This design comes from an exercise in tuning for small area and a short achievable clock period on the open sky130 flow, not from production work.
Function was checked by simulation only, so behaviour that the tests miss may differ from the original.
Power and IR drop assume default switching activity.

==> garnet: inputs <==
==> flow/design.v (excerpt) <==
module murtajiz_core (
input  logic        clk,
input  logic        reset,
output logic [19:0] imem_addr,
input  logic [31:0] imem_rdata,
output logic [9:0]  dmem_addr,
output logic [31:0] dmem_wdata,
output logic        dmem_we,
output logic        dmem_re,
input  logic [31:0] dmem_rdata );
Settings: LEC_CHECK=0, CAP_MARGIN=20, CORE_MARGIN=2, CORE_UTILIZATION=40, SETUP_SLACK_MARGIN=3.5, SLEW_MARGIN=20, SYNTH_HIERARCHICAL=1; clock period 11.0 ns.
run.sh (not shown) runs the stock make flow with config.mk's settings and CLKGATE_MAP_FILE= SYNTH_SCRIPT=/design/flow/synth_recipe.tcl, a recipe that flattens the netlist after the stock synthesis.
==> maple (differences from garnet) <==
==> flow/design.v (replaced) <==
module murtajiz_core (
input  logic        clk,
input  logic        reset,
output logic [19:0] imem_addr,
input  logic [31:0] imem_rdata,
output logic [9:0]  dmem_addr,
output logic [31:0] dmem_wdata,
output logic        dmem_we,
output logic        dmem_re,
input  logic [31:0] dmem_rdata );
logic [31:0] pc;
logic [31:1][31:0] rf;             
wire [31:0] ins  = imem_rdata;
wire [6:0]  opc  = ins[6:0];
wire [4:0]  rd   = ins[11:7];
wire [4:0]  rs1a = ins[19:15];
wire [4:0]  rs2a = ins[24:20];
wire [2:0]  f3   = ins[14:12];
wire [6:0]  f7   = ins[31:25];
wire op_r    = (opc == 7'h33);
wire op_i    = (opc == 7'h13);
wire op_lui  = (opc == 7'h37);
wire op_ld   = (opc == 7'h03);
wire op_st   = (opc == 7'h23);
wire op_br   = (opc == 7'h63);
wire op_jal  = (opc == 7'h6f);
wire op_jalr = (opc == 7'h67);
wire f7_0  = (f7 == 7'h00);
wire f7_20 = (f7 == 7'h20);
wire r_add = op_r & ~f7_0 & ~f7_20;
wire arith = op_r | op_i;
wire [2:0] ef3 = r_add ? 3'b000 : f3;
wire alt   = f7_20 & ~r_add;                        
wire r_zero = op_r & f7_20 & (f3 != 3'b000) & (f3 != 3'b101);
wire do_sub = op_r & f7_20 & (f3 == 3'b000);       
wire do_sra = alt & (f3 == 3'b101);
wire [31:0] iimm = {{20{ins[31]}}, ins[31:20]};
wire [31:0] bimm = {{19{ins[31]}}, ins[31], ins[7], ins[30:25], ins[11:8], 1'b0};
wire [31:0] jimm = {{11{ins[31]}}, ins[31], ins[19:12], ins[20], ins[30:21], 1'b0};
wire [31:0] uimm = {ins[31:12], 12'b0};
logic [31:0] rs1v, rs2v;
logic [31:1] sel1lo, sel1hi, sel2;
regdec u_dec1lo (.a(rs1a), .sel(sel1lo));
regdec u_dec1hi (.a(rs1a), .sel(sel1hi));
regdec u_dec2   (.a(rs2a), .sel(sel2));
for (genvar k = 0; k < 32; k++) begin : g_rd
  logic [31:1] col;
  for (genvar i = 1; i < 32; i++) begin : g_col
    assign col[i] = rf[i][k];
  end
  if (k < 10) begin : g_lo
    rdbit u_rd1 (.d(col), .sel(sel1lo), .v(rs1v[k]));
  end else begin : g_hi
    rdbit u_rd1 (.d(col), .sel(sel1hi), .v(rs1v[k]));
  end
  rdbit u_rd2 (.d(col), .sel(sel2), .v(rs2v[k]));
end
wire [9:0] ls_off = {ins[29:25], ins[5] ? ins[11:7] : ins[24:20]};
logic co_unused;
padd #(.N(10), .L(4)) u_aadd (.a(rs1v[9:0]), .b(ls_off), .cin(1'b0), .s(dmem_addr), .cout(co_unused));
assign dmem_wdata = rs2v;
assign dmem_we    = ~reset & op_st;
assign dmem_re    = ~reset & op_ld;
wire use_rs2 = op_r | op_br;
logic [31:0] opb, opbx;
bsel u_bsa (.rs2(rs2v), .imm(iimm), .use_rs2(use_rs2), .inv(do_sub), .b(opbx));
bsel u_bsl (.rs2(rs2v), .imm(iimm), .use_rs2(use_rs2), .inv(1'b0),   .b(opb));
logic [32:0] sum;
padd #(.N(32), .L(5)) u_add (.a(rs1v), .b(opbx), .cin(do_sub), .s(sum[31:0]), .cout(sum[32]));
logic ltu, lt, eq;
cmp32 u_cmp (.a(rs1v), .b(opb), .ltu(ltu), .lt(lt), .eq(eq));
wire [4:0]  shamt = opb[4:0];
wire shl = (ef3 == 3'b001);
logic [31:0] shin, shout, shres;
always_comb begin
  for (int k = 0; k < 32; k++) shin[k] = shl ? rs1v[31-k] : rs1v[k];
end
wire fill = do_sra & rs1v[31];
wire [63:0] shx = {{32{fill}}, shin} >> shamt;
assign shout = shx[31:0];
always_comb begin
  for (int k = 0; k < 32; k++) shres[k] = shl ? shout[31-k] : shout[k];
end
wire a_ok   = arith & ~r_zero & ~reset;
wire s_add  = a_ok & (ef3 == 3'b000);
wire s_sh   = a_ok & ((ef3 == 3'b001) | (ef3 == 3'b101));
wire s_slt  = a_ok & (ef3 == 3'b010);
wire s_sltu = a_ok & (ef3 == 3'b011);
wire s_xor  = a_ok & (ef3 == 3'b100);
wire s_or   = a_ok & (ef3 == 3'b110);
wire s_and  = a_ok & (ef3 == 3'b111);
wire s_lui  = op_lui & ~reset;
wire s_ld   = op_ld & ~reset;
wire s_link = (op_jal | op_jalr) & ~reset;
wire [31:0] pc4 = {pc[31:2] + 30'd1, pc[1:0]};
wire [31:0] wd_early =
    ({32{s_slt}}  & {31'b0, lt}) |
    ({32{s_sltu}} & {31'b0, ltu}) |
    ({32{s_xor}}  & (rs1v ^ opb)) |
    ({32{s_or}}   & (rs1v | opb)) |
    ({32{s_and}}  & (rs1v & opb)) |
    ({32{s_lui}}  & uimm) |
    ({32{s_ld}}   & dmem_rdata) |
    ({32{s_link}} & pc4);
logic [31:0] wd;
wbsel u_wb (.e(wd_early), .sum(sum[31:0]), .sh(shres), .s_add(s_add), .s_sh(s_sh), .wd(wd));
wire regwrite = (arith | op_lui | op_ld | op_jal | op_jalr);
always_ff @(posedge clk) begin
  for (int i = 1; i < 32; i++)
    if (reset | (regwrite & (rd == 5'(i))))
      rf[i] <= wd;
end
wire taken = op_br & (f3[2] ? ((f3[1] ? ltu : lt) ^ f3[0])
                            : (~f3[1] & (eq ^ f3[0])));
wire [31:0] pc_tgt = pc + (op_jal ? jimm : bimm);
wire [31:0] pc_nt = op_jalr ? sum[31:0] : (op_jal ? pc_tgt : pc4);
always_ff @(posedge clk) begin
  if (reset)      pc <= 32'h0;
  else if (taken) pc <= pc_tgt;
  else            pc <= pc_nt;
end
assign imem_addr = pc[21:2];
endmodule
module padd #(parameter int N = 32, parameter int L = 5) (
input  logic [N-1:0] a, b,
input  logic         cin,
output logic [N-1:0] s,
output logic         cout );
logic [N-1:0] g0, p0;
pgen #(.N(N)) u_pg (.a(a), .b(b), .g(g0), .p(p0));
pfx #(.N(N), .L(L)) u_pfx (.g0(g0), .p0(p0), .cin(cin), .s(s), .cout(cout));
endmodule
module pgen #(parameter int N = 32) (
input  logic [N-1:0] a, b,
output logic [N-1:0] g, p );
assign g = a & b;
assign p = a ^ b;
endmodule
module pfx #(parameter int N = 32, parameter int L = 5) (
input  logic [N-1:0] g0, p0,
input  logic         cin,
output logic [N-1:0] s,
output logic         cout );
for (genvar l = 0; l <= L; l++) begin : lv
  wire [N-1:0] g, p;
  if (l == 0) begin : g_in
    assign g = {g0[N-1:1], g0[0] | (p0[0] & cin)};
    assign p = p0;
  end else begin : g_pre
    for (genvar i = 0; i < N; i++) begin : g_bit
      if (i >= (1 << (l-1))) begin : g_op
        assign g[i] = lv[l-1].g[i] | (lv[l-1].p[i] & lv[l-1].g[i - (1 << (l-1))]);
        assign p[i] = lv[l-1].p[i] & lv[l-1].p[i - (1 << (l-1))];
      end else begin : g_pass
        assign g[i] = lv[l-1].g[i];
        assign p[i] = lv[l-1].p[i];
      end
    end
  end
end
assign s    = p0 ^ {lv[L].g[N-2:0], cin};
assign cout = lv[L].g[N-1];
endmodule
module rdbit (
input  logic [31:1] d,
input  logic [31:1] sel,
output logic        v );
logic [3:0] q;
logic [1:0] qn;
rdq8 u_q0 (.d({d[7:1], 1'b0}),  .sel({sel[7:1], 1'b0}),  .v(q[0]));
rdq8 u_q1 (.d(d[15:8]),  .sel(sel[15:8]),  .v(q[1]));
rdq8 u_q2 (.d(d[23:16]), .sel(sel[23:16]), .v(q[2]));
rdq8 u_q3 (.d(d[31:24]), .sel(sel[31:24]), .v(q[3]));
nor2m  u_n0 (.a(q[0]), .b(q[1]), .y(qn[0]));
nor2m  u_n1 (.a(q[2]), .b(q[3]), .y(qn[1]));
nand2m u_n2 (.a(qn[0]), .b(qn[1]), .y(v));
endmodule
module rdq8 (
input  logic [7:0] d,
input  logic [7:0] sel,
output logic       v );
assign v = |(d & sel);
endmodule
module nor2m (input logic a, b, output logic y);
assign y = ~(a | b);
endmodule
module nand2m (input logic a, b, output logic y);
assign y = ~(a & b);
endmodule
module regdec (
input  logic [4:0]  a,
output logic [31:1] sel );
always_comb
  for (int i = 1; i < 32; i++) sel[i] = (a == 5'(i));
endmodule
module cmp32 (
input  logic [31:0] a, b,
output logic        ltu, lt, eq );
wire [30:0] l0 = ~a[30:0] & b[30:0];
wire [30:0] e0 = ~(a[30:0] ^ b[30:0]);
wire [15:0] l1, e1;
wire [7:0]  l2, e2;
wire [3:0]  l3, e3;
wire [1:0]  l4, e4;
assign l1[15] = l0[30];
assign e1[15] = e0[30];
for (genvar i = 0; i < 15; i++) begin : g1
  assign l1[i] = l0[2*i+1] | (e0[2*i+1] & l0[2*i]);
  assign e1[i] = e0[2*i+1] & e0[2*i];
end
for (genvar i = 0; i < 8; i++) begin : g2
  assign l2[i] = l1[2*i+1] | (e1[2*i+1] & l1[2*i]);
  assign e2[i] = e1[2*i+1] & e1[2*i];
end
for (genvar i = 0; i < 4; i++) begin : g3
  assign l3[i] = l2[2*i+1] | (e2[2*i+1] & l2[2*i]);
  assign e3[i] = e2[2*i+1] & e2[2*i];
end
for (genvar i = 0; i < 2; i++) begin : g4
  assign l4[i] = l3[2*i+1] | (e3[2*i+1] & l3[2*i]);
  assign e4[i] = e3[2*i+1] & e3[2*i];
end
wire lt30 = l4[1] | (e4[1] & l4[0]);
wire eq30 = e4[1] & e4[0];
wire e31  = ~(a[31] ^ b[31]);
assign ltu = (~a[31] & b[31]) | (e31 & lt30);
assign lt  = (a[31] & ~b[31]) | (e31 & lt30);
assign eq  = e31 & eq30;
endmodule
module wbsel (
input  logic [31:0] e, sum, sh,
input  logic        s_add, s_sh,
output logic [31:0] wd );
assign wd = e | ({32{s_add}} & sum) | ({32{s_sh}} & sh);
endmodule
module bsel (
input  logic [31:0] rs2, imm,
input  logic        use_rs2, inv,
output logic [31:0] b );
assign b = (use_rs2 ? rs2 : imm) ^ {32{inv}};
endmodule
==> flow/config.mk (replaced) <==
export PLATFORM = sky130hd
export DESIGN_NAME = murtajiz_core
export DESIGN_NICKNAME = murtajiz_core
export VERILOG_FILES = /design/flow/design.v
export SDC_FILE = /design/flow/constraint.sdc
export NUM_CORES = 4
export LEC_CHECK = 0
export CAP_MARGIN = 20
export CORE_MARGIN = 2
export CORE_UTILIZATION = 40
export SETUP_SLACK_MARGIN = 4.2
export SLEW_MARGIN = 20
export SYNTH_HIERARCHICAL = 1
==> nickel (differences from garnet) <==
--- a/flow/design.v
+++ b/flow/design.v
@@ -35,42 +35,33 @@
 wire do_sub = (op_r & f7_20 & (f3 == 3'b000)) | op_br |
               (arith & (ef3[2:1] == 2'b01));        
 wire do_sra = alt & (f3 == 3'b101);
 wire [31:0] iimm = {{20{ins[31]}}, ins[31:20]};
 wire [31:0] bimm = {{19{ins[31]}}, ins[31], ins[7], ins[30:25], ins[11:8], 1'b0};
 wire [31:0] jimm = {{11{ins[31]}}, ins[31], ins[19:12], ins[20], ins[30:21], 1'b0};
 wire [31:0] uimm = {ins[31:12], 12'b0};
 logic [31:0] rs1v, rs2v;
-logic [31:1] sel1, sel2;
 always_comb begin
+  rs1v = 32'b0;
+  rs2v = 32'b0;
   for (int i = 1; i < 32; i++) begin
-    sel1[i] = (rs1a == 5'(i));
-    sel2[i] = (rs2a == 5'(i));
+    rs1v = rs1v | (rf[i] & {32{rs1a == 5'(i)}});
+    rs2v = rs2v | (rf[i] & {32{rs2a == 5'(i)}});
   end
 end
-for (genvar b = 0; b < 32; b++) begin : g_rd
-  logic [31:1] col;
-  for (genvar i = 1; i < 32; i++) begin : g_col
-    assign col[i] = rf[i][b];
-  end
-  rdbit u_rd1 (.d(col), .sel(sel1), .v(rs1v[b]));
-  rdbit u_rd2 (.d(col), .sel(sel2), .v(rs2v[b]));
-end
 wire [9:0] ls_off = {ins[29:25], ins[5] ? ins[11:7] : ins[24:20]};
-logic co_unused;
-padd #(.N(10), .L(4)) u_aadd (.a(rs1v[9:0]), .b(ls_off), .cin(1'b0), .s(dmem_addr), .cout(co_unused));
+assign dmem_addr  = rs1v[9:0] + ls_off;
 assign dmem_wdata = rs2v;
 assign dmem_we    = ~reset & op_st;
 assign dmem_re    = ~reset & op_ld;
 wire use_rs2 = op_r | op_br;
 wire [31:0] opb  = use_rs2 ? rs2v : iimm;
 wire [31:0] opbx = opb ^ {32{do_sub}};
-logic [32:0] sum;
-padd #(.N(32), .L(5)) u_add (.a(rs1v), .b(opbx), .cin(do_sub), .s(sum[31:0]), .cout(sum[32]));
+wire [32:0] sum  = {1'b0, rs1v} + {1'b0, opbx} + {32'b0, do_sub};
 wire ltu = ~sum[32];
 wire lt  = (rs1v[31] ^ opb[31]) ? rs1v[31] : sum[31];
 wire eq  = (rs1v == opb);
 wire [4:0]  shamt = opb[4:0];
 wire shl = (ef3 == 3'b001);
 logic [31:0] shin, shout, shres;
 always_comb begin
   for (int k = 0; k < 32; k++) shin[k] = shl ? rs1v[31-k] : rs1v[k];
@@ -116,40 +107,8 @@
 always_ff @(posedge clk) begin
   if (reset)                 pc <= 32'h0;
   else if (op_jalr)          pc <= sum[31:0];
   else if (op_jal | taken)   pc <= pc_tgt;
   else                       pc <= pc4;
 end
 assign imem_addr = pc[21:2];
 endmodule
-module padd #(parameter int N = 32, parameter int L = 5) (
-input  logic [N-1:0] a, b,
-input  logic         cin,
-output logic [N-1:0] s,
-output logic         cout );
-wire [N-1:0] p0 = a ^ b;
-for (genvar l = 0; l <= L; l++) begin : lv
-  wire [N-1:0] g, p;
-  if (l == 0) begin : g_in
-    assign g = {a[N-1:1] & b[N-1:1], (a[0] & b[0]) | (p0[0] & cin)};
-    assign p = p0;
-  end else begin : g_pre
-    for (genvar i = 0; i < N; i++) begin : g_bit
-      if (i >= (1 << (l-1))) begin : g_op
-        assign g[i] = lv[l-1].g[i] | (lv[l-1].p[i] & lv[l-1].g[i - (1 << (l-1))]);
-        assign p[i] = lv[l-1].p[i] & lv[l-1].p[i - (1 << (l-1))];
-      end else begin : g_pass
-        assign g[i] = lv[l-1].g[i];
-        assign p[i] = lv[l-1].p[i];
-      end
-    end
-  end
-end
-assign s    = p0 ^ {lv[L].g[N-2:0], cin};
-assign cout = lv[L].g[N-1];
-endmodule
-module rdbit (
-input  logic [31:1] d,
-input  logic [31:1] sel,
-output logic        v );
-assign v = |(d & sel);
-endmodule
==> flow/config.mk (replaced) <==
export PLATFORM = sky130hd
export DESIGN_NAME = murtajiz_core
export DESIGN_NICKNAME = murtajiz_core
export VERILOG_FILES = /design/flow/design.v
export SDC_FILE = /design/flow/constraint.sdc
export NUM_CORES = 4
export LEC_CHECK = 0
export CAP_MARGIN = 20
export CORE_MARGIN = 2
export CORE_UTILIZATION = 40
export SLEW_MARGIN = 20
==> comparison table <==
| quantity | maple | garnet | nickel |
|---|---|---|---|
| Result of the run | complete, no violations | finished with violations | complete, no violations |
| Violated checks | - | max-capacitance violations, max-slew violations | - |
| Critical path destination | dmem_addr[6] | rf[11]$_DFFE_PP_ | dmem_addr[9] |
| Clock network power | 3700 uW | 3540 uW | 3850 uW |
| Layout clock buffer count | 132 | 127 | 122 |
| Synth Area per Inst | 12.3 um2 | 12.5 um2 | 11.2 um2 |
| Drt pass-1 iters | 12 | 9 | 13 |
| Critical path's largest stage delay | 470 ps | 1480 ps | 690 ps |
| Count of antenna diodes in the layout | 11 | 14 | 10 |
| Via count of the first global-routing pass | 44700 | 43000 | 46800 |
| Reg-to-reg slack, setup | 6070 ps | 4910 ps | 3910 ps |
| Overall power after layout | 10400 uW | 9820 uW | 10100 uW |
| Placed Cells | 6451 | 6084 | 6605 |
| Combined buffer and inverter count along the critical path | 4 | 4 | 5 |
| Standard cell with the maximum stage delay on the critical path | or3b_4 | o21ai_1 | clkdlybuf4s50_1 |
| Register fraction of the total cell area | 43.7% | 45.6% | 48.3% |

## separate check: timing with driven ports
Ports are ideal in the flow. The routed layouts listed here were re-timed in OpenROAD.
Step 1 assumes that a clkbuf_16 drives the clock port and a buf_2 every other input.
Step 2 moves the port delays by t, midway between the first and last clock arrival at a register: inputs arrive t later, outputs are due t later. That takes back most of the time a late clock gives input paths.
Three values: ideal ports, drivers, drivers and shift; two values: the first two.
| run | t, ns | slack for setup (ns) | worst setup path after step 2 |
|---|---|---|---|
| garnet | 0.806 | 2.848 / 2.780 / 1.974 | input to register |
| maple | 0.799 | 3.847 / 3.561 / 3.234 | input to register |
| nickel | 0.834 | 0.607 / 0.576 / 0.489 | input to register |
The setup slack of garnet, which loses most, moves by -0.068 ns with the drivers and by -0.874 ns with both steps.
